Background: an optimization exercise with open tools, aiming at a short achievable clock period and few clock cycles. Do not read the settings as production practice.
Function was checked by simulation only, so behaviour that the tests miss may differ from the original.
Power is estimated from default activity; no workload was simulated.

==> design/flow/config.mk <==
export PLATFORM = sky130hd
export DESIGN_NAME = rv32is
export DESIGN_NICKNAME = rv32is
export VERILOG_FILES = /design/flow/design.v
export SDC_FILE = /design/flow/constraint.sdc
export NUM_CORES = 4
export LEC_CHECK = 0
export CAP_MARGIN = 20
export CORE_MARGIN = 2
export CORE_UTILIZATION = 40
export SLEW_MARGIN = 20
export TNS_END_PERCENT = 100
==> design/flow/constraint.sdc <==
create_clock -name core_clock -period 9.0 [get_ports {clk}]
set_input_delay 1.8000 -clock core_clock [delete_from_list [all_inputs] [get_ports {clk}]]
set_output_delay 1.8000 -clock core_clock [all_outputs]
set_load 0.01 [all_outputs]
==> design/flow/design.v <==
module FA(
    output f,cout,
    input x,y,cin
);
    assign f= x ^ y ^ cin;
    assign cout= (x & y) | (x & cin) | (y & cin);
endmodule
/*verilator lint_off UNOPTFLAT*/
module CLU4(
    output [4:1] c,
    input [4:1] p,g,
    input c0
);
    assign c[1]=g[1] | (p[1] & c0);
    genvar i;
    generate
        for (i=2;i<=4;i=i+1) begin
            assign c[i]=g[i] | (p[i] & c[i-1]);
        end
    endgenerate
endmodule
/*verilator lint_off PINMISSING*/
/*verilator lint_off UNOPTFLAT*/
module CLA4(
    output [3:0] f,
    output cout,
    input [3:0] x,y,
    input cin
);
    wire [4:1] p,g;
    wire [4:1] c;
    assign p=x|y;
    assign g=x&y;
    CLU4 gen(
        .c0(cin),
        .p(p),
        .g(g),
        .c(c)
    );
    genvar i;
    FA adder(
        .x(x[0]),
        .y(y[0]),
        .cin(cin),
        .f(f[0])
    );
    generate
        for (i=1;i<=3;i=i+1) begin
            FA adder(
                .x(x[i]),
                .y(y[i]),
                .cin(c[i]),
                .f(f[i])
            );
        end
    endgenerate
    assign cout = c[4];
endmodule
/*verilator lint_off PINMISSING*/
module CLA8(
    output [7:0] f,
    output cout,
    input [7:0] x,y,
    input cin
);
    wire cin2;
    wire [3:0] p,g;
    assign p=x[3:0] | y[3:0];
    assign g=x[3:0] & y[3:0];
    assign cin2=g[3] | (p[3]&g[2]) | (p[3]&p[2]&g[1]) | (p[3]&p[2]&p[1]&g[0]) | (p[3]&p[2]&p[1]&p[0]&cin);
    CLA4 adder_low(
        .x(x[3:0]),
        .y(y[3:0]),
        .cin(cin),
        .f(f[3:0])
    );
    CLA4 adder_high(
        .x(x[7:4]),
        .y(y[7:4]),
        .cin(cin2),
        .f(f[7:4]),
        .cout(cout)
    );
endmodule
module Adder32(
    output [31:0] result,
    output cout,
    input [31:0] x,y,
    input sub
);
    parameter t=32;
    wire [3:0] Gg,Pg;
    wire [7:0] p[3:0],g[3:0];
    wire [4:0] c;
    wire [3:0] cout_temp;
    genvar i;
    generate
        for (i=0;i<=3;i=i+1) begin
            assign p[i]=x[i*8+7:i*8] | y[i*8+7:i*8];
            assign g[i]=x[i*8+7:i*8] & y[i*8+7:i*8];
            assign Pg[i] = (p[i]==8'hff ? 1 : 0);
            assign Gg[i] = g[i][7] | (p[i][7] & g[i][6]) | (p[i][7] & p[i][6] & g[i][5]) | (p[i][7] & p[i][6] & p[i][5] & g[i][4]) 
            | (p[i][7] & p[i][6] & p[i][5] & p[i][4] & g[i][3]) | (p[i][7] & p[i][6] & p[i][5] & p[i][4] & p[i][3] & g[i][2]) | 
            (p[i][7] & p[i][6] & p[i][5] & p[i][4] & p[i][3] & p[i][2] & g[i][1]) | (p[i][7] & p[i][6] & p[i][5] & p[i][4] & p[i][3] & p[i][2] & p[i][1] & p[i][0] & g[i][0]);
        end
    endgenerate
    CLU4 gen(
        .p(Pg),
        .g(Gg),
        .c0(sub),
        .c(c[4:1])
    );
    assign c[0]=sub;
    wire [7:0] ff[3:0];
    generate
        for (i=0;i<=3;i=i+1) begin
            CLA8 adder8(
                .x(x[i*8+7:i*8]),
                .y(y[i*8+7:i*8]),
                .cin(c[i]),
                .cout(cout_temp[i]),
                .f(ff[i])
            );
        end
    endgenerate
    assign result = {ff[3], ff[2], ff[1], ff[0]};
    assign cout = cout_temp[3];
endmodule
module Adder32_p(
    output [31:0] f,
    output OF,SF,CF,ZF,
    output cout,
    input [31:0] x,y,
    input sub
);
    wire [31:0] tmp;
    assign tmp = (sub ? ~y : y);
    Adder32 adder32(
        .x(x),
        .y(tmp),
        .sub(sub),
        .cout(cout),
        .result(f)
    );
    assign OF = (!x[31] & !tmp[31] & f[31]) | (x[31] & tmp[31] & !f[31]);
    assign SF = f[31];
    assign ZF = (f == 32'h00000000 ? 1 : 0);
    assign CF = cout ^ sub;
endmodule
module barrelshift(
    input [31:0] din,
    input [4:0] shamt,
    input AL,
    input LR,
    output reg [31:0] dout
);
    wire sgn; assign sgn = (AL == 1) ? din[31] : 0;
    integer i;
    always @(*) begin
        if (LR == 0) begin  
            for (i = 0; i <= 31; i = i + 1) begin
                if (i >= shamt) dout[i] = din[i - {27'b0, shamt}]; else dout[i] = 0;
            end
        end
        else begin  
            for (i = 0; i <= 31; i= i + 1) begin
                if (i >= 32 - {27'b0, shamt}) dout[i] = sgn; else dout[i] = din[i + {27'b0, shamt}];
            end
        end
    end
endmodule
module mux8(
    input [31:0] a0, a1, a2, a3, a4, a5, a6, a7,
    input [2:0] s,
    output reg [31:0] result
);
    always @(*) begin
        case (s)
            3'b000: result = a0;
            3'b001: result = a1;
            3'b010: result = a2;
            3'b011: result = a3;
            3'b100: result = a4;
            3'b101: result = a5;
            3'b110: result = a6;
            3'b111: result = a7;
        endcase 
    end
endmodule
/*verilator lint_off CASEINCOMPLETE*/
module ALU_signal(
    input [3:0] aluctr,
    output SUBctr,
    output SFTctr,
    output ALctr,
    output reg [2:0] OPctr,
    output SIGctr
);
    assign SUBctr = (aluctr == 4'b0000) ? 0 : 1;
    assign SFTctr = (aluctr == 4'b0001) ? 0 : 1;
    assign ALctr  = (aluctr == 4'b1101) ? 1 : 0;
    assign SIGctr = (aluctr == 4'b0011) ? 0 : 1;
    always @(*) begin
        case(aluctr)
            4'b0000: OPctr = 3'b000;
            4'b0001: OPctr = 3'b100;
            4'b0010: OPctr = 3'b110;
            4'b0011: OPctr = 3'b110;
            4'b0100: OPctr = 3'b011;
            4'b0101: OPctr = 3'b100;
            4'b0110: OPctr = 3'b010;
            4'b0111: OPctr = 3'b001;
            4'b1000: OPctr = 3'b000;
            4'b1101: OPctr = 3'b100;
            4'b1111: OPctr = 3'b101;
            default: OPctr = 3'b000;
        endcase
    end
endmodule
module ALU_RV32(
    input [31:0] da, db,
    input [3:0] aluctr,
    output zero,
    output [31:0] result
);
    wire SUBctr, SFTctr, ALctr, SIGctr; wire [2:0] OPctr;
    ALU_signal sig_generator(
        .aluctr(aluctr),
        .SUBctr(SUBctr),
        .SFTctr(SFTctr),
        .ALctr(ALctr),
        .OPctr(OPctr),
        .SIGctr(SIGctr)
    );
    wire CF, OF, SF, comF, cout;
    wire [31:0] input0, input1, input2, input3, input4, input5, input6, input7;
    Adder32_p adder (
        .sub(SUBctr),
        .x(da),
        .y(db),
        .OF(OF), .SF(SF), .CF(CF), .ZF(zero),
        .f(input0),
        .cout(cout)
    );
    assign input1 = da & db;
    assign input2 = da | db;
    assign input3 = da ^ db;
    barrelshift shift(
        .din(da),
        .shamt(db[4:0]),
        .AL(ALctr),
        .LR(SFTctr),
        .dout(input4)
    );
    assign input5 = db;
    assign comF = (SIGctr == 1) ? (OF ^ SF) : CF;
    assign input6 = (comF == 1) ? 32'h00000001 : 32'h00000000;
    assign input7 = 0;
    mux8 selector (
        .a0(input0), .a1(input1), .a2(input2), .a3(input3),
        .a4(input4), .a5(input5), .a6(input6), .a7(input7),
        .s(OPctr),
        .result(result)
    );
endmodule
/*verilator lint_off CASEINCOMPLETE*/
module CtrSignal(
    input [4:0] op,
    input [2:0] func3,
    input func7,
    input ban,
    output reg [2:0] ExtOp,
    output reg [2:0] Branch,
    output reg [1:0] ALUBSrc,
    output reg [3:0] ALUctr,
    output reg [2:0] MemOp,
    output reg RegWr, MemtoReg, ALUASrc, MemWr
);
    always @(*) begin
        if (ban) begin
            ExtOp = 3'b000;
            Branch = 3'b000;
            ALUBSrc = 2'b00;
            ALUctr = 4'b0000;
            MemOp = 3'b000;
            RegWr = 0;
            MemtoReg = 0;
            ALUASrc = 0;
            MemWr = 0;
        end
        else begin
            ExtOp = 3'b110;
            Branch = 3'b000;
            ALUBSrc = 2'b00;
            ALUctr = 4'b0000;
            MemOp = 3'b000;
            RegWr = 0;
            MemtoReg = 0;
            ALUASrc = 0;
            MemWr = 0;
            case (op)
                5'b01101: begin 
                    ExtOp = 3'b001; RegWr = 1; MemtoReg = 0; MemWr = 0; ALUASrc = 0; ALUBSrc = 2'b01; 
                    Branch = 3'b000; MemOp = 3'b000; ALUctr = 4'b1111;
                end
                5'b00101: begin 
                    ExtOp = 3'b001; RegWr = 1; MemtoReg = 0; MemWr = 0; ALUASrc = 1; ALUBSrc = 2'b01;
                    Branch = 3'b000; MemOp = 3'b000; ALUctr = 4'b0000;
                end
                5'b00100: begin 
                    ExtOp = 3'b000; RegWr = 1; MemtoReg = 0; MemWr = 0; ALUASrc = 0; ALUBSrc = 2'b01;
                    Branch = 3'b000; MemOp = 3'b000;
                    if (func3 != 3'b101) ALUctr = {1'b0, func3}; else ALUctr = {func7, func3};
                end
                5'b01100: begin
                    ExtOp = 3'b101; RegWr = 1; MemtoReg = 0; MemWr = 0; ALUASrc = 0; ALUBSrc = 2'b00;
                    Branch = 3'b000; MemOp = 3'b000; ALUctr = {func7, func3};
                end
                5'b11011: begin 
                    ExtOp = 3'b100; RegWr = 1; MemtoReg = 0; MemWr = 0; ALUASrc = 1; ALUBSrc = 2'b10;
                    Branch = 3'b001; MemOp = 3'b000; ALUctr = 4'b0000;
                end
                5'b11001: begin
                    ExtOp = 3'b000; RegWr = 1; MemtoReg = 0; MemWr = 0; ALUASrc = 1; ALUBSrc = 2'b10;
                    Branch = 3'b010; MemOp = 3'b000; ALUctr = 4'b0000;
                end
                5'b11000: begin
                    ExtOp = 3'b011; RegWr = 0; MemtoReg = 0; MemWr = 0; ALUASrc = 0; ALUBSrc = 2'b00;
                    case (func3)
                        3'b000: Branch = 3'b100;
                        3'b001: Branch = 3'b101;
                        3'b100: Branch = 3'b110;
                        3'b101: Branch = 3'b111;
                        3'b110: Branch = 3'b110;
                        3'b111: Branch = 3'b111;
                    endcase
                    MemOp = 3'b000;
                    if (func3 == 3'b110 || func3 == 3'b111) ALUctr = 4'b0011; else ALUctr = 4'b0010;
                end
                5'b00000: begin
                    ExtOp = 3'b000; RegWr = 1; MemtoReg = 1; MemWr = 0; ALUASrc = 0; ALUBSrc = 2'b01;
                    Branch = 3'b000;
                    case (func3)
                        3'b000: MemOp = 3'b001;
                        3'b001: MemOp = 3'b010;
                        3'b010: MemOp = 3'b000;
                        3'b100: MemOp = 3'b101;
                        3'b101: MemOp = 3'b110;
                    endcase
                    ALUctr = 4'b0000;
                end
                5'b01000: begin
                    ExtOp = 3'b010; RegWr = 0; MemtoReg = 0; MemWr = 1; ALUASrc = 0; ALUBSrc = 2'b01;
                    Branch = 3'b000;
                    case (func3)
                        3'b000: MemOp = 3'b001;
                        3'b001: MemOp = 3'b010;
                        3'b010: MemOp = 3'b000;
                    endcase
                    ALUctr = 4'b0000;
                end
            endcase
        end
    end
endmodule
module InstrToImm(
	input [31:0] instr,
    input [2:0] ExtOp,
    output reg [31:0] imm,
    output reg reada,
    output reg readb,
    output reg protect
);
	always @(*) begin
		case(ExtOp)
			0: begin  
				imm = {{20{instr[31]}}, instr[31:20]};                               
				reada = 1; readb = 0; protect = 1;
			end
			1: begin  
				imm = {instr[31:12], 12'b0};
				reada = 0; readb = 0; protect = 1;
			end
			2: begin  
				imm = {{20{instr[31]}}, instr[31:25], instr[11:7]};                  
				reada = 1; readb = 1; protect = 0;
			end
			3: begin  
				imm = {{20{instr[31]}}, instr[7], instr[30:25], instr[11:8],1'b0};   
				reada = 1; readb = 1; protect = 0;
			end
			4: begin  
				imm = {{12{instr[31]}}, instr[19:12], instr[20], instr[30:21],1'b0}; 
				reada = 0; readb = 0; protect = 0;
			end
			5: begin  
				imm = 0;
				reada = 1; readb = 1; protect = 1;
			end
			default: begin
				imm = 0;
				reada = 0; readb = 0; protect = 0;
			end
		endcase
	end
endmodule
module Regfiles(
    input clk, flush,
    input reada, readb,
    input [4:0] ra,
    input [4:0] rb,
    input we,
    input [4:0] rw,
    input [31:0] busw,
    input protect,
    input [4:0] protectw,
    output reg [31:0] busa,
    output reg [31:0] busb,
    output reg conflict,
    output [31:0] x0 , x1 , x2 , x3 , x4 , x5 , x6 ,  x7,
    output [31:0] x8 , x9 , x10, x11, x12, x13, x14, x15,
    output [31:0] x16, x17, x18, x19, x20, x21, x22, x23,
    output [31:0] x24, x25, x26, x27, x28, x29, x30, x31
);
    reg [31:0] registers[31:0]; integer i;
    reg reg_status[31:0];
    always @(*) begin
        busa = (ra == 5'b00000) ? 32'h00000000 : registers[ra];
        busb = (rb == 5'b00000) ? 32'h00000000 : registers[rb];
    end
    wire write;
    assign write = (we == 1'b1 && rw != 5'b00000);
    always @(posedge clk) begin
        if (write) begin registers[rw] <= busw; reg_status[rw] <= 0; end
        if (flush) begin
            for (i = 0; i <= 31; i = i + 1)
                if (!(write && rw == i[4:0])) reg_status[i] <= 0;
            conflict <= 0;
        end
        else begin
            if (protect && ((!reada || reg_status[ra] == 0) && (!readb || reg_status[rb] == 0)) && reg_status[protectw] == 0 && (!write || (write && protectw != rw)) && protectw != 0) begin
                reg_status[protectw] <= 1;
            end
            conflict <= ((reada && reg_status[ra] == 1) || (readb && reg_status[rb] == 1) || (protect && protectw != 0 && reg_status[protectw] == 1)) ? 1 : 0;
        end
    end
    assign x0 = 32'h00000000; assign x1 = registers[1]; assign x2 = registers[2]; assign x3 = registers[3];
    assign x4 = registers[4]; assign x5 = registers[5]; assign x6 = registers[6]; assign x7 = registers[7];
    assign x8 = registers[8]; assign x9 = registers[9]; assign x10 = registers[10]; assign x11 = registers[11];
    assign x12 = registers[12]; assign x13 = registers[13]; assign x14 = registers[14]; assign x15 = registers[15];
    assign x16 = registers[16]; assign x17 = registers[17]; assign x18 = registers[18]; assign x19 = registers[19];
    assign x20 = registers[20]; assign x21 = registers[21]; assign x22 = registers[22]; assign x23 = registers[23];
    assign x24 = registers[24]; assign x25 = registers[25]; assign x26 = registers[26]; assign x27 = registers[27];
    assign x28 = registers[28]; assign x29 = registers[29]; assign x30 = registers[30]; assign x31 = registers[31];
endmodule
module IF(
    input clk, rst, flush, block,
    input [31:0] inputPC,
    output [31:0] imemaddr,
    input [31:0] imemdataout,
    output [31:0] currentPC,
    output [31:0] snPC,
    output [31:0] currentInstr,
    input in_valid,
    input out_ready,
    output out_valid,
    output in_ready
);
    reg [31:0] PC;
    reg reg_valid_r;
    wire cout, receive_flag, send_flag;
    always @(negedge clk) begin
        reg_valid_r <= 1;
        if (receive_flag) begin
            PC <= inputPC;
        end
    end
    Adder32 snpc_gen (
        .sub(0),
        .x(PC), .y(32'h00000004),
        .result(snPC),
        .cout(cout)
    );
    assign imemaddr = PC;
    assign currentPC = PC;
    assign currentInstr = imemdataout;
    assign send_flag = out_valid & out_ready;
    assign receive_flag = in_valid & in_ready;
    assign out_valid = reg_valid_r & (~block) & (~flush) & (~rst);
    assign in_ready = 1;
endmodule
module ID(
    input clk, flush, block,
    input [31:0] in_instr,
    input [31:0] in_PC,
    input in_RegWr,
    input [31:0] in_busw,
    input [4:0] in_rw,
    output [31:0] currentPC,
    output [31:0] imm,
    output [2:0] Branch,
    output [1:0] ALUBSrc,
    output [3:0] ALUctr,
    output [2:0] MemOp,
    output RegWr, MemtoReg, ALUASrc, MemWr,
    output [31:0] busa, busb,
    output [4:0] rw,
    output blk,
    output done,
    output [31:0] reg00,
    output [31:0] reg01,
    output [31:0] reg02,
    output [31:0] reg03,
    output [31:0] reg04,
    output [31:0] reg05,
    output [31:0] reg06,
    output [31:0] reg07,
    output [31:0] reg08,
    output [31:0] reg09,
    output [31:0] reg10,
    output [31:0] reg11,
    output [31:0] reg12,
    output [31:0] reg13,
    output [31:0] reg14,
    output [31:0] reg15,
    output [31:0] reg16,
    output [31:0] reg17,
    output [31:0] reg18,
    output [31:0] reg19,
    output [31:0] reg20,
    output [31:0] reg21,
    output [31:0] reg22,
    output [31:0] reg23,
    output [31:0] reg24,
    output [31:0] reg25,
    output [31:0] reg26,
    output [31:0] reg27,
    output [31:0] reg28,
    output [31:0] reg29,
    output [31:0] reg30,
    output [31:0] reg31,
    input in_valid,
    input out_ready,
    output out_valid,
    output in_ready
);
    reg reg_valid_r;
    reg [31:0] reg_instr, reg_PC;
    wire receive_flag, send_flag;
    always @(negedge clk) begin
        if (flush) reg_valid_r <= 0;
        else reg_valid_r <= (receive_flag || (reg_valid_r && !send_flag)) ? 1 : 0;
        if (receive_flag) begin
            reg_instr   <= in_instr;
            reg_PC      <= in_PC;
        end
    end
    wire [2:0] ExtOp;
    wire reada, readb, protect;
    CtrSignal CtrSignal(
        .op(reg_instr[6:2]),
        .func3(reg_instr[14:12]),
        .func7(reg_instr[30]),
		.ban(flush),
        .ExtOp(ExtOp),
        .Branch(Branch),
        .ALUBSrc(ALUBSrc),
        .ALUctr(ALUctr),
        .RegWr(RegWr),
        .MemtoReg(MemtoReg),
        .MemOp(MemOp),
        .ALUASrc(ALUASrc),
        .MemWr(MemWr)
    );
    InstrToImm InstrToImm(
        .instr(reg_instr),
        .ExtOp(ExtOp),
        .imm(imm),
        .reada(reada),
        .readb(readb),
        .protect(protect)
    );
    Regfiles Regfiles(
        .clk(clk), .flush(flush),
        .reada(reada), .readb(readb),
        .ra(reg_instr[19:15]),
        .rb(reg_instr[24:20]),
        .we(in_RegWr),
        .busw(in_busw),
        .rw(in_rw),
        .protect(protect & reg_valid_r),
        .protectw(reg_instr[11:7]),
        .busa(busa), .busb(busb),
        .conflict(blk),
        .x0(reg00),
        .x1(reg01),
        .x2(reg02),
        .x3(reg03),
        .x4(reg04),
        .x5(reg05),
        .x6(reg06),
        .x7(reg07),
        .x8(reg08),
        .x9(reg09),
        .x10(reg10),
        .x11(reg11),
        .x12(reg12),
        .x13(reg13),
        .x14(reg14),
        .x15(reg15),
        .x16(reg16),
        .x17(reg17),
        .x18(reg18),
        .x19(reg19),
        .x20(reg20),
        .x21(reg21),
        .x22(reg22),
        .x23(reg23),
        .x24(reg24),
        .x25(reg25),
        .x26(reg26),
        .x27(reg27),
        .x28(reg28),
        .x29(reg29),
        .x30(reg30),
        .x31(reg31)
    );
    assign currentPC = reg_PC;
    assign rw = reg_instr[11:7];
    assign done = (reg_instr == 32'hdead10cc) ? 1 : 0;
    assign send_flag = out_valid & out_ready;
    assign receive_flag = in_valid & in_ready;
    assign out_valid = reg_valid_r & (~block) & (~flush);
    assign in_ready = !reg_valid_r || (reg_valid_r && send_flag);
endmodule
module EX (
    input clk, flush,
    input [31:0] in_busa, in_busb,
    input [4:0] in_rw,
    input [31:0] in_PC,
    input [31:0] in_imm,
    input [2:0] in_Branch,
    input [1:0] in_ALUBSrc,
    input [3:0] in_ALUctr,
    input [2:0] in_MemOp,
    input in_RegWr, in_MemtoReg, in_ALUASrc, in_MemWr,
    input in_done,
    output zero,
    output [31:0] result,
    output [31:0] currentPC,
    output [31:0] imm,
    output [31:0] busa, busb,
    output [4:0] rw,
    output [2:0] Branch,
    output [2:0] MemOp,
    output RegWr, MemtoReg, MemWr,
    output done,
    input in_valid,
    input out_ready,
    output out_valid,
    output in_ready
);
    reg reg_valid_r;
    reg [31:0] reg_PC, reg_imm, reg_busa, reg_busb;
    reg [4:0] reg_rw;
    reg [2:0] reg_Branch;
    reg [1:0] reg_ALUBSrc;
    reg [3:0] reg_ALUctr;
    reg [2:0] reg_MemOp;
    reg reg_RegWr, reg_MemtoReg, reg_ALUASrc, reg_MemWr;
    reg reg_done;
    wire receive_flag, send_flag;
    always @(negedge clk) begin
        if (flush) reg_valid_r <= 0;
        else reg_valid_r <= (receive_flag || (reg_valid_r && !send_flag)) ? 1 : 0;
        if (receive_flag) begin
            reg_PC          <= in_PC;
            reg_imm         <= in_imm;
            reg_busa        <= in_busa;
            reg_busb        <= in_busb;
            reg_rw          <= in_rw;
            reg_Branch      <= in_Branch;
            reg_ALUBSrc     <= in_ALUBSrc;
            reg_ALUctr      <= in_ALUctr;
            reg_MemOp       <= in_MemOp;
            reg_RegWr       <= in_RegWr;
            reg_MemtoReg    <= in_MemtoReg;
            reg_ALUASrc     <= in_ALUASrc;
            reg_MemWr       <= in_MemWr;
            reg_done        <= in_done;
        end
    end
    wire [31:0] ALUa, ALUb;
    assign ALUa = (reg_ALUASrc == 1 ? reg_PC : reg_busa);
    assign ALUb = (reg_ALUBSrc == 2'b00) ? reg_busb : ((reg_ALUBSrc == 2'b01) ? reg_imm : 32'h00000004);
    ALU_RV32 ALU(
        .da(ALUa),
        .db(ALUb),
        .aluctr(reg_ALUctr),
        .result(result),
        .zero(zero)
    );
    assign currentPC = reg_PC;
    assign Branch = reg_Branch;
    assign MemOp = reg_MemOp;
    assign RegWr = reg_RegWr;
    assign MemtoReg = reg_MemtoReg;
    assign MemWr = reg_MemWr;
    assign imm = reg_imm;
    assign busa = reg_busa;
    assign busb = reg_busb;
    assign rw = reg_rw;
    assign done = reg_done;
    assign send_flag = out_valid & out_ready;
    assign receive_flag = in_valid & in_ready;
    assign out_valid = reg_valid_r & (~flush);
    assign in_ready = !reg_valid_r || (reg_valid_r && send_flag);
endmodule
/*verilator lint_off CASEINCOMPLETE*/
module JumpCtr(
    input [2:0] Branch,
    input result0,
    input zero,
    output reg NxtASrc,
    output reg NxtBSrc
);
    always@(*)
        case(Branch)
            3'b000: begin NxtASrc = 0; NxtBSrc = 0; end
            3'b001: begin NxtASrc = 0; NxtBSrc = 1; end
            3'b010: begin NxtASrc = 1; NxtBSrc = 1; end
            3'b100: begin NxtASrc = 0; NxtBSrc = zero; end
            3'b101: begin NxtASrc = 0; NxtBSrc = ~zero; end
            3'b110: begin NxtASrc = 0; NxtBSrc = result0; end
            3'b111: begin NxtASrc = 0; NxtBSrc = zero | (~result0); end
            default: begin NxtASrc = 0; NxtBSrc = 0; end
       endcase
endmodule
/*verilator lint_off PINMISSING*/
module NextAddr(
    input zero,
    input rst,
    input result0,
    input [2:0] Branch,
    input [31:0] imm,
    input [31:0] currentPC,
    input [31:0] busa,
    output [31:0] nextPC
);
    wire NxtASrc, NxtBSrc;
    JumpCtr jumper (
        .zero(zero),
        .result0(result0),
        .Branch(Branch),
        .NxtASrc(NxtASrc),
        .NxtBSrc(NxtBSrc)
    );
    wire [31:0] da, db;
    assign db = (NxtBSrc == 1) ? imm : 32'h00000004;
    assign da = (NxtASrc == 1) ? busa : currentPC;
    Adder32_p adder_jump (
        .x(da),
        .y(db),
        .sub(1'b0),
        .f(nextPC)
    );
endmodule
module M(
    input clk,
    input rst,
    output reg flush,
    input MemWr,
    input [2:0] MemOp,
    input [2:0] Branch,
    input done, 
    input zero,
    input [31:0] Di,
    input [31:0] ALUout,
    input [31:0] imm,
    input [31:0] currentPC,
    input [31:0] busa,
    input MemtoReg,
    input RegWr,
    input [4:0] Rd,
    output reg MemtoReg_o,
    output reg RegWr_o,
    output reg [4:0] Rd_o,
    output reg [31:0] ALUout_o,
	output reg [2:0] Branch_o,
	output reg zero_o,
    output reg done_o,
    output reg [31:0] PC_o,
	output [31:0] dmemaddr,
	input [31:0] dmemdataout,
	output [31:0] dmemdatain,
	output [2:0] dmemop,
	output dmemwe,
    output [31:0] Do,
    input in_valid,
    input out_ready,
    output in_ready,
    output out_valid,
    output [31:0] nextPC
);
    reg reg_valid_r;
    wire send_flag, receive_flag;
    assign send_flag = out_valid & out_ready;
    assign receive_flag = in_valid & in_ready;
    assign out_valid = reg_valid_r & (~rst);
    assign in_ready = !reg_valid_r || (reg_valid_r && send_flag);
    reg we;
    reg [2:0] MemOp_i;
    reg [31:0] Di_i;
    reg [2:0] Branch_i;
    reg [31:0] addr;
    reg zero_i;
    reg [31:0] imm_i;
    reg [31:0] currentPC_i;
    reg [31:0] busa_i;
    always@(negedge clk) begin
        if (rst) reg_valid_r <= 0;
        else reg_valid_r <= (receive_flag || (reg_valid_r && !send_flag)) ? 1 : 0;
        if (receive_flag) begin
            reg_valid_r <= 1'b1;
            MemtoReg_o <= MemtoReg;
            RegWr_o <= RegWr;
            Rd_o <= Rd;
            ALUout_o <= ALUout;
			Branch_o <= Branch;
            we <= MemWr;
            MemOp_i <= MemOp;
            Di_i <= Di;
            Branch_i <= Branch;
            addr <= ALUout;
            zero_i <= zero;
			zero_o <= zero;
            imm_i <= imm;
            currentPC_i <= currentPC;
            busa_i <= busa;
            done_o <= done;
            PC_o <= currentPC;
        end
        else Branch_o <= 0;
        if (rst) begin
            addr <= 32'h00000000;
            MemOp_i <= 3'b000;
        end
        flush <= (receive_flag && Branch != 3'b0) ? 1 : 0;
    end
	assign dmemaddr = addr;
	assign Do = dmemdataout;
	assign dmemdatain = Di_i;
	assign dmemop = MemOp_i;
	assign dmemwe = we & reg_valid_r;
    wire result0 = addr[0];
    NextAddr NextAddr (
		.zero(zero_i),
		.rst(flush),
		.result0(result0),
		.Branch(Branch_i),
		.imm(imm_i),
		.currentPC(currentPC_i),
		.busa(busa_i),
		.nextPC(nextPC)
	);
endmodule
module WB(
    input clk, rst, flush,
    input MemtoReg,
    input RegWr,
    input done,
    input [4:0] Rd,
    input [31:0] Do,
    input [31:0] ALUout,
    input [31:0] currentPC,
    output reg [31:0] Di,
    output reg WE,
    output reg [4:0] Rw,
    output reg wb,
    output reg done_o,
    output reg [31:0] PC_o,
    input in_valid,
    output in_ready
);
    reg reg_valid_r;
    wire receive_flag, send_flag;
    assign send_flag = 1;
    assign receive_flag = in_valid & in_ready;
    assign in_ready = 1'b1;
    always @(negedge clk) begin
        if (rst) reg_valid_r <= 1'b0;
        else reg_valid_r <= (receive_flag || (reg_valid_r && !send_flag)) ? 1 : 0;
        if (receive_flag) begin
            reg_valid_r <= 1'b1;
            Di <= (MemtoReg) ? Do : ALUout;
            WE <= RegWr & (~done);
            Rw <= Rd;
            wb <= 1'b1;
            done_o <= done;
            PC_o <= currentPC;
        end
        else begin
            WE <= 1'b0;
            wb <= 1'b0;
        end
    end
endmodule
module rv32is(
    input 	clk,
	input 	rst,
	output [31:0] imemaddr,
	input  [31:0] imemdataout,
	output [31:0] dmemaddr,
	input  [31:0] dmemdataout,
	output [31:0] dmemdatain,
	output [2:0] dmemop,
	output	dmemwe,
	output reg [31:0] dbg_pc,
	output reg done,
	output reg wb,
	output [31:0] reg00, reg01, reg02, reg03, reg04, reg05, reg06, reg07,
				  reg08, reg09, reg10, reg11, reg12, reg13, reg14, reg15,
				  reg16, reg17, reg18, reg19, reg20, reg21, reg22, reg23,
				  reg24, reg25, reg26, reg27, reg28, reg29, reg30, reg31
);
    reg [31:0] rf [1:31];
    reg [31:0] fa;          
    reg [31:0] bpc;         
    reg        bvalid;      
    reg        dspec;       
    reg        bpred;       
    reg        btb_v;
    reg [31:0] btb_pc, btb_tgt;
    reg        bi_v;                
    reg [31:0] bi_pc, bi_tgt;
    reg        e_valid;
    reg [31:0] e_a, e_b, e_imm, e_target, e_pc, e_pcp4, e_eval;
    reg        s_add, s_sub, s_sll, s_slt, s_sltu, s_xor, s_srl, s_sra, s_or, s_and;
    reg        c_eq, c_ne, c_lt, c_ge, c_ltu, c_geu;
    reg        k_fb;                   
    reg        k_brr;                  
    reg        k_jalr, k_jale;         
    reg        k_bp;                   
    reg        e_back;                 
    reg        e_ld, e_st, e_link, e_halt, e_wen, e_early;
    reg [4:0]  e_rd;
    reg [2:0]  e_mop;
    reg        m_valid, m_wen, m_ld, m_we, m_halt;
    reg [4:0]  m_rd;
    reg [31:0] m_result, m_addr, m_sdata, m_pc;
    reg [2:0]  m_mop;
    reg        w_valid, w_wen, w_ld, w_halt;
    reg [4:0]  w_rd;
    reg [31:0] w_result, w_pc;
    wire [31:0] d_ins = imemdataout;
    wire [31:0] d_pc  = bpc;
    wire        d_valid = bvalid;
    wire        d_free  = ~dspec;                  
    wire [6:0]  d_opc = d_ins[6:0];
    wire [4:0]  d_rd  = d_ins[11:7];
    wire [2:0]  d_f3  = d_ins[14:12];
    wire [4:0]  d_rs1 = d_ins[19:15];
    wire [4:0]  d_rs2 = d_ins[24:20];
    wire op_lui   = d_opc == 7'b0110111;
    wire op_auipc = d_opc == 7'b0010111;
    wire op_jal   = d_opc == 7'b1101111;
    wire op_jalr  = d_opc == 7'b1100111;
    wire op_br    = d_opc == 7'b1100011;
    wire op_ld    = d_opc == 7'b0000011;
    wire op_st    = d_opc == 7'b0100011;
    wire op_alui  = d_opc == 7'b0010011;
    wire op_alur  = d_opc == 7'b0110011;
    wire op_halt  = d_ins == 32'hdead10cc;
    wire use1 = op_jalr | op_br | op_ld | op_st | op_alui | op_alur;
    wire use2 = op_br | op_st | op_alur;
    wire d_wen = (op_lui | op_auipc | op_jal | op_jalr | op_ld | op_alui | op_alur) & (d_rd != 5'd0);
    wire [31:0] immI = {{20{d_ins[31]}}, d_ins[31:20]};
    wire [31:0] immS = {{20{d_ins[31]}}, d_ins[31:25], d_ins[11:7]};
    wire [31:0] immB = {{20{d_ins[31]}}, d_ins[7], d_ins[30:25], d_ins[11:8], 1'b0};
    wire [31:0] immJ = {{12{d_ins[31]}}, d_ins[19:12], d_ins[20], d_ins[30:21], 1'b0};
    wire [31:0] immU = {d_ins[31:12], 12'b0};
    wire triv     = op_jal ? (immJ == 32'd4) : (immB == 32'd4);
    wire [19:0] pc_hi   = d_pc[31:12];
    wire [19:0] pc_hip  = d_pc[31:12] + 20'd1;
    wire [19:0] pc_him  = d_pc[31:12] - 20'd1;
    wire [12:0] tb_lo   = {1'b0, d_pc[11:0]} + {1'b0, immB[11:0]};
    wire [31:0] tgtB    = {immB[31] ? (tb_lo[12] ? pc_hi : pc_him) : (tb_lo[12] ? pc_hip : pc_hi), tb_lo[11:0]};
    wire [11:0] pc_hjp  = d_pc[31:20] + 12'd1;
    wire [11:0] pc_hjm  = d_pc[31:20] - 12'd1;
    wire [20:0] tj_lo   = {1'b0, d_pc[19:0]} + {1'b0, immJ[19:0]};
    wire [31:0] tgtJ    = {immJ[31] ? (tj_lo[20] ? d_pc[31:20] : pc_hjm) : (tj_lo[20] ? pc_hjp : d_pc[31:20]), tj_lo[19:0]};
    wire [31:0] tgtU    = {d_pc[31:12] + d_ins[31:12], d_pc[11:0]};
    wire [31:0] d_target = op_jal ? tgtJ : tgtB;
    wire        j_early  = e_valid & e_wen & e_early & (e_rd == d_rs1);
    wire [19:0] ev_hip   = e_eval[31:12] + 20'd1;
    wire [19:0] ev_him   = e_eval[31:12] - 20'd1;
    wire [12:0] tr_lo    = {1'b0, e_eval[11:0]} + {1'b0, immI[11:0]};
    wire [31:0] j_target = {immI[31] ? (tr_lo[12] ? e_eval[31:12] : ev_him) : (tr_lo[12] ? ev_hip : e_eval[31:12]), tr_lo[11:0]};
    wire [31:0] A = e_a;
    wire [31:0] B = e_b;
    wire [31:0] agu = A + e_imm;
    wire        eq  = A == B;
    wire        ltu = A < B;
    wire        lt  = (A[31] ^ B[31]) ? A[31] : ltu;
    wire signed [31:0] As = A;
    wire [31:0] sra = As >>> B[4:0];
    wire taken = (c_eq & eq) | (c_ne & ~eq) | (c_lt & lt) | (c_ge & ~lt) |
                 (c_ltu & ltu) | (c_geu & ~ltu);
    wire [31:0] e_res = ({32{s_add}}  & (A + B)) |
                        ({32{s_sub}}  & (A - B)) |
                        ({32{s_sll}}  & (A << B[4:0])) |
                        ({32{s_slt}}  & {31'd0, lt}) |
                        ({32{s_sltu}} & {31'd0, ltu}) |
                        ({32{s_xor}}  & (A ^ B)) |
                        ({32{s_srl}}  & (A >> B[4:0])) |
                        ({32{s_sra}}  & sra) |
                        ({32{s_or}}   & (A | B)) |
                        ({32{s_and}}  & (A & B)) |
                        ({32{e_link}} & e_pcp4);
    wire [31:0] w_wdata = w_ld ? dmemdataout : w_result;
    wire e_hit1 = e_valid & e_wen & (e_rd == d_rs1);
    wire e_hit2 = e_valid & e_wen & (e_rd == d_rs2);
    wire m_hit1 = m_valid & m_wen & (m_rd == d_rs1);
    wire m_hit2 = m_valid & m_wen & (m_rd == d_rs2);
    wire w_hit1 = w_valid & w_wen & (w_rd == d_rs1);
    wire w_hit2 = w_valid & w_wen & (w_rd == d_rs2);
    wire [31:0] rf1 = (d_rs1 == 5'd0) ? 32'd0 : rf[d_rs1];
    wire [31:0] rf2 = (d_rs2 == 5'd0) ? 32'd0 : rf[d_rs2];
    wire [31:0] ro1 = m_hit1 ? m_result : w_hit1 ? w_wdata : rf1;
    wire [31:0] ro2 = m_hit2 ? m_result : w_hit2 ? w_wdata : rf2;
    wire [31:0] a_other = op_lui ? 32'd0 : (op_auipc ? d_pc : ro1);
    wire [31:0] b_other = use2 ? ro2 : ((op_lui | op_auipc) ? immU : immI);
    wire stall = d_valid & ((use1 & ((e_hit1 & e_ld) | (m_hit1 & m_ld))) |
                            (use2 & ((e_hit2 & e_ld) | (m_hit2 & m_ld))));
    wire d_jal = d_valid & op_jal & ~triv & d_free;               
    wire d_jr  = d_valid & op_jalr & j_early & d_free;            
    wire d_bp  = d_valid & op_br  & ~triv & d_free & bpred;       
    wire d_fb  = d_valid & op_br  & ~triv & d_free & ~bpred;      
    wire kill_nt = k_jalr | k_jale;                      
    wire kill_t  = kill_nt | k_brr | k_fb;               
    wire        bhit   = btb_v & (btb_pc == fa);
    wire [31:0] fa_seq = bhit ? btb_tgt : fa + 32'd4;
    wire [31:0] bpc4   = bpc + 32'd4;
    reg [31:0] fa_d; reg bv_d, ds_d, bp_d;
    always @(*) begin
        ds_d = 1'b0; bp_d = 1'b0;
        if (stall)      begin fa_d = bpc;                      bv_d = 1'b0; end
        else if (d_jal) begin fa_d = tgtJ;                     bv_d = 1'b0; end
        else if (d_jr)  begin fa_d = {j_target[31:1], 1'b0};   bv_d = 1'b0; end
        else if (d_fb)  begin fa_d = tgtB;                     bv_d = 1'b1; ds_d = 1'b1; end
        else            begin fa_d = fa_seq;                   bv_d = 1'b1; bp_d = bhit; end
    end
    wire [31:0] fa_e = k_jalr ? {agu[31:1], 1'b0} : e_target;    
    wire [31:0] fa_t = (kill_nt | k_brr) ? fa_e : k_fb ? fa_seq : fa_d;
    wire        bv_t = (kill_nt | k_brr) ? 1'b0 : k_fb ? 1'b1 : bv_d;
    wire        ds_t = kill_t ? 1'b0 : ds_d;
    wire        bp_t = (kill_nt | k_brr) ? 1'b0 : k_fb ? bhit : bp_d;
    wire [31:0] fa_nt = kill_nt ? fa_e : k_fb ? (stall ? bpc : bpc4) : k_bp ? e_pcp4 : fa_d;
    wire        bv_nt = (kill_nt | k_fb | k_bp) ? 1'b0 : bv_d;
    wire        ds_nt = (kill_nt | k_fb | k_bp) ? 1'b0 : ds_d;
    wire        bp_nt = (kill_nt | k_fb | k_bp) ? 1'b0 : bp_d;
    wire [31:0] fa_n   = taken ? fa_t : fa_nt;
    wire        bv_n   = taken ? bv_t : bv_nt;
    wire        ds_n   = taken ? ds_t : ds_nt;
    wire        bp_n   = taken ? bp_t : bp_nt;
    wire        killd  = taken ? kill_t : (kill_nt | k_bp);
    wire        go     = d_valid & ~stall & ~killd;       
    assign imemaddr = fa;
    assign dmemaddr   = m_addr;
    assign dmemop     = m_mop;
    assign dmemdatain = m_sdata;
    assign dmemwe     = m_we;
    always @(posedge clk) begin
        if (rst) begin
            fa     <= 32'h80000000;
            bvalid <= 1'b0;
            dspec  <= 1'b0;
            bpred  <= 1'b0;
            btb_v  <= 1'b0;
            bi_v   <= 1'b0;
        end else begin
            bpred  <= bp_n;
            bi_v   <= (k_fb | k_brr) & taken & e_back;
            if (bi_v) begin
                btb_v   <= 1'b1;
                btb_pc  <= bi_pc;
                btb_tgt <= bi_tgt;
            end
            fa     <= fa_n;
            bvalid <= bv_n;
            dspec  <= ds_n;
        end
        bpc <= fa;
        bi_pc  <= e_pc;
        bi_tgt <= e_target;
    end
    always @(posedge clk) begin
        if (rst) begin
            e_valid <= 1'b0;
            k_fb    <= 1'b0;
            k_brr   <= 1'b0;
            k_jalr  <= 1'b0;
            k_jale  <= 1'b0;
            k_bp    <= 1'b0;
        end else begin
            k_bp    <= go & d_bp;
            e_valid <= go;
            k_fb    <= go & d_fb;
            k_brr   <= go & op_br & ~triv & ~d_free;
            k_jalr  <= go & op_jalr & ~d_jr;
            k_jale  <= go & op_jal & ~triv & ~d_free;
        end
        e_pc    <= d_pc;
        e_pcp4  <= d_pc + 32'd4;
        e_a     <= (use1 & e_hit1) ? e_res : a_other;
        e_b     <= (use2 & e_hit2) ? e_res : b_other;
        e_imm   <= op_st ? immS : immI;
        e_target <= d_target;
        s_add   <= op_lui | op_auipc | ((op_alui | op_alur) & (d_f3 == 3'b000) & ~(op_alur & d_ins[30]));
        s_sub   <= op_alur & (d_f3 == 3'b000) & d_ins[30];
        s_sll   <= (op_alui | op_alur) & (d_f3 == 3'b001);
        s_slt   <= (op_alui | op_alur) & (d_f3 == 3'b010);
        s_sltu  <= (op_alui | op_alur) & (d_f3 == 3'b011);
        s_xor   <= (op_alui | op_alur) & (d_f3 == 3'b100);
        s_srl   <= (op_alui | op_alur) & (d_f3 == 3'b101) & ~d_ins[30];
        s_sra   <= (op_alui | op_alur) & (d_f3 == 3'b101) & d_ins[30];
        s_or    <= (op_alui | op_alur) & (d_f3 == 3'b110);
        s_and   <= (op_alui | op_alur) & (d_f3 == 3'b111);
        c_eq    <= op_br & (d_f3 == 3'b000);
        c_ne    <= op_br & (d_f3 == 3'b001);
        c_lt    <= op_br & (d_f3 == 3'b100);
        c_ge    <= op_br & (d_f3 == 3'b101);
        c_ltu   <= op_br & (d_f3 == 3'b110);
        c_geu   <= op_br & (d_f3 == 3'b111);
        e_ld    <= op_ld;
        e_st    <= op_st;
        e_link  <= op_jal | op_jalr;
        e_halt  <= op_halt;
        e_wen   <= d_wen;
        e_rd    <= d_rd;
        e_mop   <= {op_ld & d_f3[2], (d_f3[1:0] == 2'b01), (d_f3[1:0] == 2'b00)};
        e_early <= op_lui | op_auipc;
        e_eval  <= op_lui ? immU : tgtU;
        e_back  <= immB[31];
    end
    always @(posedge clk) begin
        if (rst) begin
            m_valid <= 1'b0;
            m_we    <= 1'b0;
            m_addr  <= 32'd0;
            m_mop   <= 3'b000;
        end else begin
            m_valid <= e_valid;
            m_we    <= e_valid & e_st;
            m_addr  <= agu;
            m_mop   <= e_mop;
        end
        m_wen    <= e_wen;
        m_ld     <= e_ld;
        m_rd     <= e_rd;
        m_halt   <= e_halt;
        m_pc     <= e_pc;
        m_result <= e_res;
        m_sdata  <= B;
    end
    always @(posedge clk) begin
        if (rst) w_valid <= 1'b0;
        else     w_valid <= m_valid;
        w_wen    <= m_wen;
        w_ld     <= m_ld;
        w_rd     <= m_rd;
        w_halt   <= m_halt;
        w_pc     <= m_pc;
        w_result <= m_result;
    end
    always @(posedge clk) begin
        if (w_valid & w_wen) rf[w_rd] <= w_wdata;
    end
    always @(posedge clk) begin
        if (rst) wb <= 1'b0;
        else     wb <= w_valid;
        dbg_pc <= w_pc;
        done   <= w_halt;
    end
    assign reg00 = 32'd0;
    assign reg01 = rf[1];  assign reg02 = rf[2];  assign reg03 = rf[3];
    assign reg04 = rf[4];  assign reg05 = rf[5];  assign reg06 = rf[6];  assign reg07 = rf[7];
    assign reg08 = rf[8];  assign reg09 = rf[9];  assign reg10 = rf[10]; assign reg11 = rf[11];
    assign reg12 = rf[12]; assign reg13 = rf[13]; assign reg14 = rf[14]; assign reg15 = rf[15];
    assign reg16 = rf[16]; assign reg17 = rf[17]; assign reg18 = rf[18]; assign reg19 = rf[19];
    assign reg20 = rf[20]; assign reg21 = rf[21]; assign reg22 = rf[22]; assign reg23 = rf[23];
    assign reg24 = rf[24]; assign reg25 = rf[25]; assign reg26 = rf[26]; assign reg27 = rf[27];
    assign reg28 = rf[28]; assign reg29 = rf[29]; assign reg30 = rf[30]; assign reg31 = rf[31];
endmodule
==> design/flow/flow/run.sh <==
#!/bin/bash
set -euo pipefail
export SETUP_SLACK_MARGIN=$(cat flow/margin.txt)
export BUFFER_PORTS_ARGS="-buffer_cell sky130_fd_sc_hd__buf_4"
bash standard.sh > flow_make.log 2>&1
==> design/flow/flow/margin.txt <==
7
==> design/flow/standard.sh <==
#!/bin/bash
# synth_recipe.tcl (not shown) runs the flow's synth.tcl, then flattens the netlist and writes it again
# the make line also repeats each setting of config.mk as NAME=value (left out here)
make -C /OpenROAD-flow-scripts/flow DESIGN_CONFIG=/design/flow/config.mk WORK_HOME=/design/flow/orfs CLKGATE_MAP_FILE= SYNTH_SCRIPT=/design/flow/synth_recipe.tcl "${@:-finish}"
==> results by group, run 1 <==
Outcome
  – Status: finished clean

Routing
  – Top Layer Used: met5
  – Iteration-0 DRC Markers: 14500
  – Met1 WL: 182 mm
  – Drt first pass iters: 10
  – Drt total wl: 570 mm
  – Detail-routed via count per cell: 6.79
  – Antenna viol nets, final: 0
  – Met3 wire len: 90.4 mm
  – Met2 wire len: 228 mm
  – Routed wire length per instance: 44.6 µm
  – DR DRC count: 0
  – DR vias: 86800

Floorplan
  – Die area: 218000 µm²
  – Initial core utilization: 40.3%
  – Die Span X: 467 µm
  – Io pins: 1224
  – Core Area: 213000 µm²
  – Die Height: 467 µm
  – # rows: 169

Placed design
  – Routability cong.: 1.06
  – Final HPWL DP: 361 mm
  – Area after DPL: 100000 µm²
  – Number of buffers added on ports: 1191

Worst hold path
  – Hold Path Depth: 0
  – Hold Path Class: flip-flop to flip-flop
  – Hold path startpoint: w_pc[6]$_DFF_P_
  – Hold endpoint: dbg_pc[6]$_DFF_P_

Worst setup path
  – Delay-heaviest family, CP: compound AO/OA/AOI/OAI gates
  – Setup CP Type: primary input to flip-flop
  – WP data required: 9.84 ns
  – Reg2reg start: e_a[11]$_DFF_P_
  – Startpoint Class: primary input
  – Worst flop-to-flop path endpoint: k_jale$_SDFF_PP0_
  – Reg2Reg Setup Slack: 4.93 ns
  – WP buf/inv: 3
  – Top cell by count, worst path: o31a_1
  – FF-to-FF path depth: 16
  – Biggest cell delay along the critical path: 0.41 ns
  – CP max-delay cell: fa_2
  – Critical Path AT: 5.06 ns
  – Peak fanout along the critical path: 5
  – Cell Chain, Critical Path: buf_16 > nand2_4 > fa_2 > nor2b_4 > o31a_1 > o41a_1 > buf_6 > a21o_4 > buf_4 > nand2_1 > o31a_1 > xnor2_2 > a211oi_2 > or3_1 > a311o_1 > a21oi_1
  – Crit. End Element: flip-flop

Logic synthesis
  – Seq/Total Area, Yosys: 51.7%
  – Synth Flop Type: edfxtp_1
  – Synth Cell Area: 85800 µm²
  – Yosys warnings: 1
  – Yosys cell types: 99
  – Post-synth EDFFs: 1087
  – Mapped Avg Cell Area: 12.8 µm²
  – Yosys reg bits: 1672
  – Gate Count Post-Synth: 6726
  – Async SR Flop Fraction: 0%

Power and ir drop
  – Static leakage: 53.6 nW
  – Total power: 21.6 mW
  – VDD IR max: 0.224 mV
  – Cell Pwr Density: 157 nW/µm²

Clock tree
  – Hold buffer count at cts: 0
  – Clock sink total: 1672
  – CTS Buffer Depth: 3
  – H-tree Lvls: 4
  – Clock Tree Root: clkbuf_16
  – Inserted Clock Buffers: 184
  – Worst skew pair latency: 0.91 ns
  – CTS tree: yes
  – Reg clk slew, reported paths: 0.08 ns

STA
  – Crit share post-route: 47.0%
  – RSZ-0062 raised after global routing: yes
  – Slew Viols, Final: 0
  – Clk_skew: 0.108 ns
  – Final-report hold violation count: 0
  – Setup TNS Final: 0 ns
  – Relative max-transition margin: 8.29%
  – Crit path time final: 4.23 ns
  – Final setup vio count: 0
  – Worst-Margin Slew: 1.36 ns
  – Fmax: 0.237 GHz

Run
  – Max cap viols: 0

Final layout
  – Final nets: 10000
  – Fillers: 15400
  – Share of cells above drive strength 1: 56.4%
  – Area growth syn-to-layout: 60.7%
  – Fin area: 138000 µm²

Global routing
  – Largest net degree at the start of global routing: 69
  – First-pass GRT wire length: 725 mm
  – GR Overflow Total: 0
  – GRT Total Usage: 49.5%
  – Antenna violations before repair: 78
  – Vias in the first global route: 78600
==> worst max path at each step <==
stage                         start                 to  slack [ns]  cells after the start
detailed placement  imemdataout[22]   fa[0]$_SDFF_PP0_        2.57                     14
floorplan           imemdataout[20]  fa[28]$_SDFF_PP0_        3.98                     18
finish              imemdataout[20]  fa[20]$_SDFF_PP0_        4.77                     16
CTS                 imemdataout[22]  fa[20]$_SDFF_PP0_        4.94                     13
global placement    imemdataout[21]  fa[13]$_SDFF_PP0_        2.64                     13
global route        imemdataout[20]  fa[20]$_SDFF_PP0_        4.81                     16
==> timing repair <==
action	CTS	global route
resized for setup	2449	545
buffers inserted	1239	602
pin swaps	422	369
cloned	119	17
endpoints found under the setup margin	2697	1797
==> through the flow <==
stage | util [%] | hold WS, ns | cells | setup WS (ns)
floorplan | - | 0.310 | 6757 | 3.98
CTS | 61.1 | 0.326 | 12100 | 4.94
global route | 64.8 | 0.327 | 12800 | 4.81
detailed placement | 47.0 | 0.312 | 10400 | 2.57
global placement | 47.0 | 0.310 | 10400 | 2.64
finish | 64.8 | 0.324 | 12800 | 4.77
==> cells in the final DEF, fill, tap and decap left out, types with 40 or more instances in the layout <==
cell / n
edfxtp_1: 1087
nand3_1: 95
nor2_4: 63
dfxtp_1: 369
mux4_2: 598
buf_16: 105
nand4_1: 57
buf_4: 1664
xor2_1: 70
clkbuf_16: 203
o211ai_1: 100
a21o_1: 51
ha_4: 70
a21oi_1: 245
ha_1: 97
dfxtp_4: 83
mux2i_4: 64
inv_1: 146
nor2_1: 359
a211oi_2: 43
buf_12: 163
dfxtp_2: 133
o21ai_1: 84
nor2b_1: 51
o22ai_1: 47
mux2i_1: 142
o21ai_0: 127
buf_8: 43
diode_2: 48
buf_6: 1286
nand2b_1: 40
a21oi_2: 91
xnor2_1: 140
nor3_1: 76
nand2_1: 348
==> area by class of cell <==
type,instances,area [µm²],share of cell area (%)
antenna,48,120,0.0872
sequential,1672,44800,32.5
clock buffer,239,5150,3.74
clock inverter,103,1080,0.787
tap,2821,3530,2.56
timing repair buffer,3305,35100,25.5
timing repair inverter,6,104,0.0754
multi-input combinational,4378,47000,34.1
inverter,206,921,0.668
==> worst reg2reg max path: stages (launching register included) <==
cell      delay (ns)
dfxtp_4         0.44
inv_2           0.11
ha_4            0.23
or4_4           0.50
nor4_4          0.23
nor4b_4         0.30
a21oi_4         0.14
buf_6           0.14
buf_6           0.12
nand2_8         0.09
a21oi_4         0.08
o211ai_4        0.40
or2_4           0.33
buf_12          0.13
mux2i_4         0.25
and4_4          0.31
and3_1          0.19
==> synth_stat cells (all sizes together), types with 50 or more instances <==
cell type     n  share of area, %
nor2b        73              0.53
o211ai      101              0.89
nand2       390               1.7
buf         190               1.1
nand4        57              0.42
dfxtp       585                14
a21o         53              0.46
mux2i       219               2.6
xnor2       192               2.0
o21ai       270               1.6
ha          182               2.7
mux4        598                16
mux2         66              0.87
inv         204              0.89
a21oi       373               2.2
edfxtp     1087                38
o221ai       65              0.66
nand3       112              0.65
xor2         94              0.96
nor3        112              0.65
nor2        453               2.0
a211oi      106              0.93
a221oi       79              0.83
nand2b       50              0.36
clkbuf      332               1.5
o22ai        55              0.40
==> cell families after synthesis <==
kind of cell | synth area share (%)
DFF | 51.7
and+or+nand+nor | 8.30
AOI/OAI and AO/OA | 11.6
muxes | 19.1
buffers and inverters | 3.50
xor gates and xnor gates | 2.92
adders and majority gates | 2.82
other | 0.00437
==> routing by layer <==
| layer | vias up | track usage, % |
|---|---|---|
| met3 | 2754 | 22.8 |
| met1 | 42900 | 56.9 |
| met4 | 56 | 44.6 |
| met5 | - | 0.176 |
| li1 | 32400 | - |
| met2 | 8589 | 68.5 |
==> power by group <==
group | switching (mW) | leakage, nW | internal, mW | total, mW
Sequential | 0.276 | 14.8 | 8.54 | 8.82
Clock | 3.55 | 3.05 | 4.39 | 7.94
Combinational | 2.86 | 35.8 | 1.98 | 4.84
Total | 6.68 | 53.6 | 14.9 | 21.6
==> flip-flops by register name, indices dropped and copies added, names as in the netlist, 12 cells and up <==
name,cells
dbg_pc,32
w_pc,32
e_pcp4,32
m_pc,31
e_imm,12
e_pc,30
m_sdata,32
bi_tgt,32
e_a,32
e_target,31
fa,32
m_result,32
btb_tgt,31
bpc,32
e_eval,32
w_result,32
m_addr,32
rf,1024
btb_pc,32
e_b,32
Testbench counts, summed over its fixed seeds: cycles 28,977.
==> inputs of run 2 (changes only) <==
--- a/design/flow/design.v
+++ b/design/flow/design.v
@@ -943,4 +943,7 @@
     reg        k_bp;                   
     reg        e_back;                 
+    reg        e_zaddi;                
+    reg [31:0] e_nimm;
+    reg        k_ebi;                  
     reg        e_ld, e_st, e_link, e_halt, e_wen, e_early;
     reg [4:0]  e_rd;
@@ -1025,16 +1028,40 @@
     wire w_hit1 = w_valid & w_wen & (w_rd == d_rs1);
     wire w_hit2 = w_valid & w_wen & (w_rd == d_rs2);
-    wire [31:0] rf1 = (d_rs1 == 5'd0) ? 32'd0 : rf[d_rs1];
-    wire [31:0] rf2 = (d_rs2 == 5'd0) ? 32'd0 : rf[d_rs2];
-    wire [31:0] ro1 = m_hit1 ? m_result : w_hit1 ? w_wdata : rf1;
-    wire [31:0] ro2 = m_hit2 ? m_result : w_hit2 ? w_wdata : rf2;
-    wire [31:0] a_other = op_lui ? 32'd0 : (op_auipc ? d_pc : ro1);
-    wire [31:0] b_other = use2 ? ro2 : ((op_lui | op_auipc) ? immU : immI);
+    wire [1023:0] rfv;
+    assign rfv[31:0] = 32'd0;
+    genvar gi;
+    generate for (gi = 1; gi < 32; gi = gi + 1) begin : rfr
+        assign rfv[gi*32 +: 32] = rf[gi];
+    end endgenerate
+    wire [31:0] rf1 = rfv[d_rs1*32 +: 32];
+    wire [31:0] rf2 = rfv[d_rs2*32 +: 32];
+    wire sa_e = use1 & e_hit1;
+    wire sa_m = use1 & ~e_hit1 & m_hit1;
+    wire sa_w = use1 & ~e_hit1 & ~m_hit1 & w_hit1;
+    wire sa_r = use1 & ~e_hit1 & ~m_hit1 & ~w_hit1;
+    wire sa_p = op_auipc;
+    wire sb_e = use2 & e_hit2;
+    wire sb_m = use2 & ~e_hit2 & m_hit2;
+    wire sb_w = use2 & ~e_hit2 & ~m_hit2 & w_hit2;
+    wire sb_r = use2 & ~e_hit2 & ~m_hit2 & ~w_hit2;
+    wire sb_u = op_lui | op_auipc;
+    wire sb_i = ~use2 & ~sb_u;
+    wire [31:0] a_next = ({32{sa_e}} & e_res) | ({32{sa_m}} & m_result) | ({32{sa_w}} & w_wdata) |
+                         ({32{sa_r}} & rf1)   | ({32{sa_p}} & d_pc);
+    wire [31:0] b_next = ({32{sb_e}} & e_res) | ({32{sb_m}} & m_result) | ({32{sb_w}} & w_wdata) |
+                         ({32{sb_r}} & rf2)   | ({32{sb_u}} & immU)     | ({32{sb_i}} & immI);
     wire stall = d_valid & ((use1 & ((e_hit1 & e_ld) | (m_hit1 & m_ld))) |
                             (use2 & ((e_hit2 & e_ld) | (m_hit2 & m_ld))));
     wire d_jal = d_valid & op_jal & ~triv & d_free;               
     wire d_jr  = d_valid & op_jalr & j_early & d_free;            
-    wire d_bp  = d_valid & op_br  & ~triv & d_free & bpred;       
-    wire d_fb  = d_valid & op_br  & ~triv & d_free & ~bpred;      
+    wire e_zero = e_a == e_nimm;
+    wire eb_c   = op_br & (d_f3[2:1] == 2'b00) & e_valid & e_wen & e_zaddi &
+                  (((d_rs2 == 5'd0) & (d_rs1 == e_rd)) | ((d_rs1 == 5'd0) & (d_rs2 == e_rd)));
+    wire eb_tk  = d_f3[0] ? ~e_zero : e_zero;
+    wire d_eb   = d_valid & op_br & ~triv & d_free & eb_c;
+    wire d_ebt  = d_eb & eb_tk & ~bpred;                           
+    wire d_ebn  = d_eb & ~eb_tk & bpred;                           
+    wire d_bp  = d_valid & op_br  & ~triv & d_free & bpred & ~eb_c;    
+    wire d_fb  = d_valid & op_br  & ~triv & d_free & ~bpred & ~eb_c;   
     wire kill_nt = k_jalr | k_jale;                      
     wire kill_t  = kill_nt | k_brr | k_fb;               
@@ -1048,4 +1075,6 @@
         else if (d_jal) begin fa_d = tgtJ;                     bv_d = 1'b0; end
         else if (d_jr)  begin fa_d = {j_target[31:1], 1'b0};   bv_d = 1'b0; end
+        else if (d_ebt) begin fa_d = tgtB;                     bv_d = 1'b0; end
+        else if (d_ebn) begin fa_d = bpc4;                     bv_d = 1'b0; end
         else if (d_fb)  begin fa_d = tgtB;                     bv_d = 1'b1; ds_d = 1'b1; end
         else            begin fa_d = fa_seq;                   bv_d = 1'b1; bp_d = bhit; end
@@ -1081,5 +1110,5 @@
         end else begin
             bpred  <= bp_n;
-            bi_v   <= (k_fb | k_brr) & taken & e_back;
+            bi_v   <= ((k_fb | k_brr) & taken & e_back) | k_ebi;
             if (bi_v) begin
                 btb_v   <= 1'b1;
@@ -1103,5 +1132,7 @@
             k_jale  <= 1'b0;
             k_bp    <= 1'b0;
+            k_ebi   <= 1'b0;
         end else begin
+            k_ebi   <= go & d_eb & eb_tk & immB[31];
             k_bp    <= go & d_bp;
             e_valid <= go;
@@ -1113,6 +1144,6 @@
         e_pc    <= d_pc;
         e_pcp4  <= d_pc + 32'd4;
-        e_a     <= (use1 & e_hit1) ? e_res : a_other;
-        e_b     <= (use2 & e_hit2) ? e_res : b_other;
+        e_a     <= a_next;
+        e_b     <= b_next;
         e_imm   <= op_st ? immS : immI;
         e_target <= d_target;
@@ -1143,4 +1174,6 @@
         e_eval  <= op_lui ? immU : tgtU;
         e_back  <= immB[31];
+        e_zaddi <= op_alui & (d_f3 == 3'b000);
+        e_nimm  <= 32'd0 - immI;
     end
     always @(posedge clk) begin
==> design/flow/flow/margin.txt (replaced) <==
6
==> results by group, run 2 <==
STA
  – Hold WS: 0.321 ns (was 0.324 ns)
  – Slew Viols, Final: 0 (unchanged)
  – Crit share post-route: 46.0% (was 47.0%)
  – Final setup vio count: 0 (unchanged)
  – Clk_skew: 0.0679 ns (was 0.108 ns)
  – Final-report hold violation count: 0 (unchanged)
  – Crit path time final: 4.14 ns (was 4.23 ns)
  – RSZ-0062 raised after global routing: yes (unchanged)
  – Setup TNS Final: 0 ns (unchanged)
  – Relative max-transition margin: 13.9% (was 8.29%)
  – Fmax: 0.241 GHz (was 0.237 GHz)
  – Worst setup margin: 4.86 ns (was 4.77 ns)
  – Worst-Margin Slew: 1.29 ns (was 1.36 ns)

Global routing
  – GRT Total Usage: 50.4% (was 49.5%)
  – Antenna violations before repair: 74 (was 78)
  – Largest net degree at the start of global routing: 64 (was 69)
  – GR Overflow Total: 0 (unchanged)
  – First-pass GRT wire length: 729 mm (was 725 mm)
  – Vias in the first global route: 77200 (was 78600)

Worst setup path
  – Worst setup path startpoint: e_a[25]$_DFF_P_ (was imemdataout[20])
  – Reg2Reg Setup Slack: 4.86 ns (was 4.93 ns)
  – Critical Path AT: 4.93 ns (was 5.06 ns)
  – Setup CP Type: flip-flop to flip-flop (was primary input to flip-flop)
  – FF-to-FF path depth: 19 (was 16)
  – Crit path to: fa[28]$_SDFF_PP0_ (was fa[20]$_SDFF_PP0_)
  – Startpoint Class: flip-flop (was primary input)
  – WP data required: 9.79 ns (was 9.84 ns)
  – Worst flop-to-flop path endpoint: fa[28]$_SDFF_PP0_ (was k_jale$_SDFF_PP0_)
  – Peak fanout along the critical path: 14 (was 5)
  – Reg2reg start: e_a[25]$_DFF_P_ (was e_a[11]$_DFF_P_)
  – Crit. End Element: flip-flop (unchanged)

Power and ir drop
  – VDD IR max: 0.258 mV (was 0.224 mV)
  – Static leakage: 51.6 nW (was 53.6 nW)
  – Sw Ratio: 28.1% (was 30.9%)
  – Sequential power share: 44.0% (was 40.8%)
  – NetSw: 5.36 mW (was 6.68 mW)
  – Int Power: 13.7 mW (was 14.9 mW)
  – Cell Pwr Density: 145 nW/µm² (was 157 nW/µm²)
  – Clock share of power: 42.0% (was 36.8%)
  – Comb power frac: 14.0% (was 22.4%)

Floorplan
  – Initial core utilization: 40.4% (was 40.3%)
  – Io pins: 1224 (unchanged)
  – # rows: 168 (was 169)
  – Die area: 216000 µm² (was 218000 µm²)
  – Core Area: 210000 µm² (was 213000 µm²)
  – Die Span X: 464 µm (was 467 µm)
  – Die Height: 464 µm (was 467 µm)

Outcome
  – Status: finished clean (unchanged)

Logic synthesis
  – Yosys warnings: 1 (unchanged)
  – Async SR Flop Fraction: 0% (unchanged)
  – Biggest area consumer among synthesized cells: edfxtp_1 (unchanged)
  – Synth Flop Type: edfxtp_1 (unchanged)
  – Gate Count Post-Synth: 6676 (was 6726)
  – Yosys cell types: 94 (was 99)
  – Mapped Avg Cell Area: 12.7 µm² (was 12.8 µm²)
  – Post-synth EDFFs: 1055 (was 1087)
  – Cell with the most instances after synthesis: edfxtp_1 (unchanged)
  – Post-synth top cells: 1055 x edfxtp_1, 623 x mux4_2, 600 x dfxtp_1 (was 1087 x edfxtp_1, 598 x mux4_2, 585 x dfxtp_1)
  – Yosys top cell area share: 37.4% (was 38.1%)
  – Yosys reg bits: 1655 (was 1672)
  – Seq/Total Area, Yosys: 51.6% (was 51.7%)
  – Synth Cell Area: 84700 µm² (was 85800 µm²)
  – Ranking of synthesized cells by area: edfxtp_1 37%, mux4_2 17%, dfxtp_1 14% (was edfxtp_1 38%, mux4_2 16%, dfxtp_1 14%)

Final layout
  – Leading cell type in the layout, fill and taps excluded: buf_4 (unchanged)
  – Max FFs per register: 992 (was 1024)
  – Largest Register: rf (unchanged)
  – Share of cells above drive strength 1: 53.3% (was 56.4%)
  – Fillers: 15800 (was 15400)
  – Fin area: 132000 µm² (was 138000 µm²)
  – Area growth syn-to-layout: 55.2% (was 60.7%)
  – Final nets: 9822 (was 10000)
  – Most frequent cells in the layout: 1662 x buf_4, 1271 x buf_6, 1055 x edfxtp_1 (was 1664 x buf_4, 1286 x buf_6, 1087 x edfxtp_1)

Clock tree
  – CTS tree: yes (unchanged)
  – Clock Tree Root: clkbuf_16 (unchanged)
  – CTS Buffer Depth: 3 (unchanged)
  – Reg clk slew, reported paths: 0.06 ns (was 0.08 ns)
  – Inserted Clock Buffers: 183 (was 184)
  – Worst skew pair latency: 0.92 ns (was 0.91 ns)
  – Clock sink total: 1655 (was 1672)
  – H-tree Lvls: 4 (unchanged)
  – Hold buffer count at cts: 0 (unchanged)

Routing
  – Iteration-0 DRC Markers: 14700 (was 14500)
  – DR DRC count: 0 (unchanged)
  – Routed wire length per instance: 45.4 µm (was 44.6 µm)
  – Drt total wl: 571 mm (was 570 mm)
  – DR vias: 85700 (was 86800)
  – Drt first pass iters: 8 (was 10)
  – Antenna viol nets, final: 0 (unchanged)
  – Detail-routed via count per cell: 6.82 (was 6.79)

Placed design
  – Number of buffers added on ports: 1191 (unchanged)
  – Area after DPL: 98400 µm² (was 100000 µm²)
  – Final HPWL DP: 383 mm (was 361 mm)
  – Placement Setup Slack: 3.12 ns (was 2.57 ns)
  – Routability cong.: 1.04 (was 1.06)

Run
  – Max cap viols: 0 (unchanged)

Worst hold path
  – Hold Path Class: flip-flop to flip-flop (unchanged)
[run 2: cell count changes after synthesis, moves of 34 or more]
| cell | delta |
|---|---|
| o221ai_1 | -43 |
| o211ai_1 | -65 |
| buf_2 | -34 |
| mux2i_1 | -44 |
| a222oi_1 | +44 |
| nand2_1 | +75 |
| a211oi_1 | -56 |
| o21ai_0 | +89 |
[run 2: what timing repair did]
item / CTS / global route
cloned: 81 / 8
setup buffers: 1233 / 450
setup endpoints to repair: 1568 / 1427
pin swaps: 248 / 227
resized for setup: 2294 / 470
[run 2: worst min-delay path by stage]
stage,start,end,slack [ns],cells past startpoint
after global placement,e_pc[13]$_DFF_P_,m_pc[13]$_DFF_P_,0.31,0
after floorplan,w_pc[0]$_DFF_P_,dbg_pc[0]$_DFF_P_,0.31,0
after detailed placement,w_pc[13]$_DFF_P_,dbg_pc[13]$_DFF_P_,0.31,0
after CTS,e_pc[16]$_DFF_P_,m_pc[16]$_DFF_P_,0.32,0
final,e_pc[13]$_DFF_P_,m_pc[13]$_DFF_P_,0.32,0
after global routing,e_pc[13]$_DFF_P_,m_pc[13]$_DFF_P_,0.32,0
[run 2: critical path, cell delays in order, from the launching register on]
cell and delay, ns:
dfxtp_1 0.37, buf_12 0.18, inv_1 0.09, ha_4 0.32, nor4_4 0.39, nand4_1 0.29, nor4_4 0.40, mux2i_1 0.29
buf_4 0.18, nand2_8 0.06, mux2i_4 0.20, buf_12 0.18, buf_6 0.11, buf_8 0.13, buf_8 0.14, nor2_4 0.04
o22ai_2 0.16, a31oi_1 0.07, a221o_1 0.39, o31ai_1 0.07
[run 2: area by class of cell]
type                       count  area [µm²]  share of cell area, %
multi-input combinational   4369       44600                   33.9
antenna                       43         108                 0.0818
clock buffer                 237        4980                   3.79
tap                         2805        3510                   2.67
timing repair buffer        3160       32200                   24.5
sequential                  1655       44000                   33.5
timing repair inverter         2        17.5                 0.0133
inverter                     183         782                  0.595
clock inverter               111        1290                  0.984
[run 2: cells by family (layout without fill, tap and decap cells)]
| group | after synthesis | count (layout) | share of synthesized area (%) |
|---|---|---|---|
| flops | 1655 | 1655 | 51.6 |
| mux | 861 | 863 | 19.5 |
| xor+xnor | 293 | 293 | 3.03 |
| fa+ha+maj | 202 | 202 | 3.04 |
| compound gates | 1424 | 1424 | 11.1 |
| buf+inv | 687 | 3693 | 3.24 |
| simple gates | 1553 | 1555 | 8.54 |
| other cells | 1 | 75 | 0.00442 |
[run 2: power by group through the flow]
stage	logic (mW)	registers, mW	clock network (mW)
floorplan	1.18	8.48	0
global placement	1.86	8.56	0
detailed placement	1.87	8.56	0
CTS	2.41	8.39	7.94
global route	2.69	8.41	8.25
finish	2.68	8.41	8.02
[run 2: metal layers]
metal | global-route usage [%] | vias to the layer above | routed length, µm
li1 | - | 31800 | -
met1 | 59.1 | 42700 | 185000
met2 | 68.2 | 8849 | 223000
met3 | 24.0 | 2366 | 93900
met4 | 44.7 | 36 | 68600
met5 | 0.111 | - | 266
[run 2: metrics by stage]
| stage | util (%) | std cells | power (mW) |
|---|---|---|---|
| finish | 62.6 | 12600 | 19.1 |
| global route | 62.6 | 12500 | 19.3 |
| global placement | 46.8 | 10400 | 10.4 |
| floorplan | - | 6707 | 9.67 |
| detailed placement | 46.9 | 10400 | 10.4 |
| CTS | 59.8 | 12100 | 18.7 |
Testbench counts of run 2, summed over its fixed seeds: cycles 28,424.

## afterwards: timing with drivers on the ports
The flow's constraints put no driver on any port. The routed layouts listed below were extracted and timed again, unchanged, in two steps. Step 1, drivers: a clkbuf_16 drives clk and a buf_2 each remaining input, both assumed. Step 2, shift: input delay + t, output delay - t, t = (earliest + latest rising clock arrival at the registers) / 2. This alone moves slack from input paths to output paths. Slacks: no drivers / after step 1 / after step 2; pairs: no drivers / after step 1.
run	shift t [ns]	setup WS [ns]
run 1	0.965	4.773 / 4.534 / 3.569
run 2	0.998	4.856 / 4.668 / 3.670
After both steps every run listed still meets setup and hold.
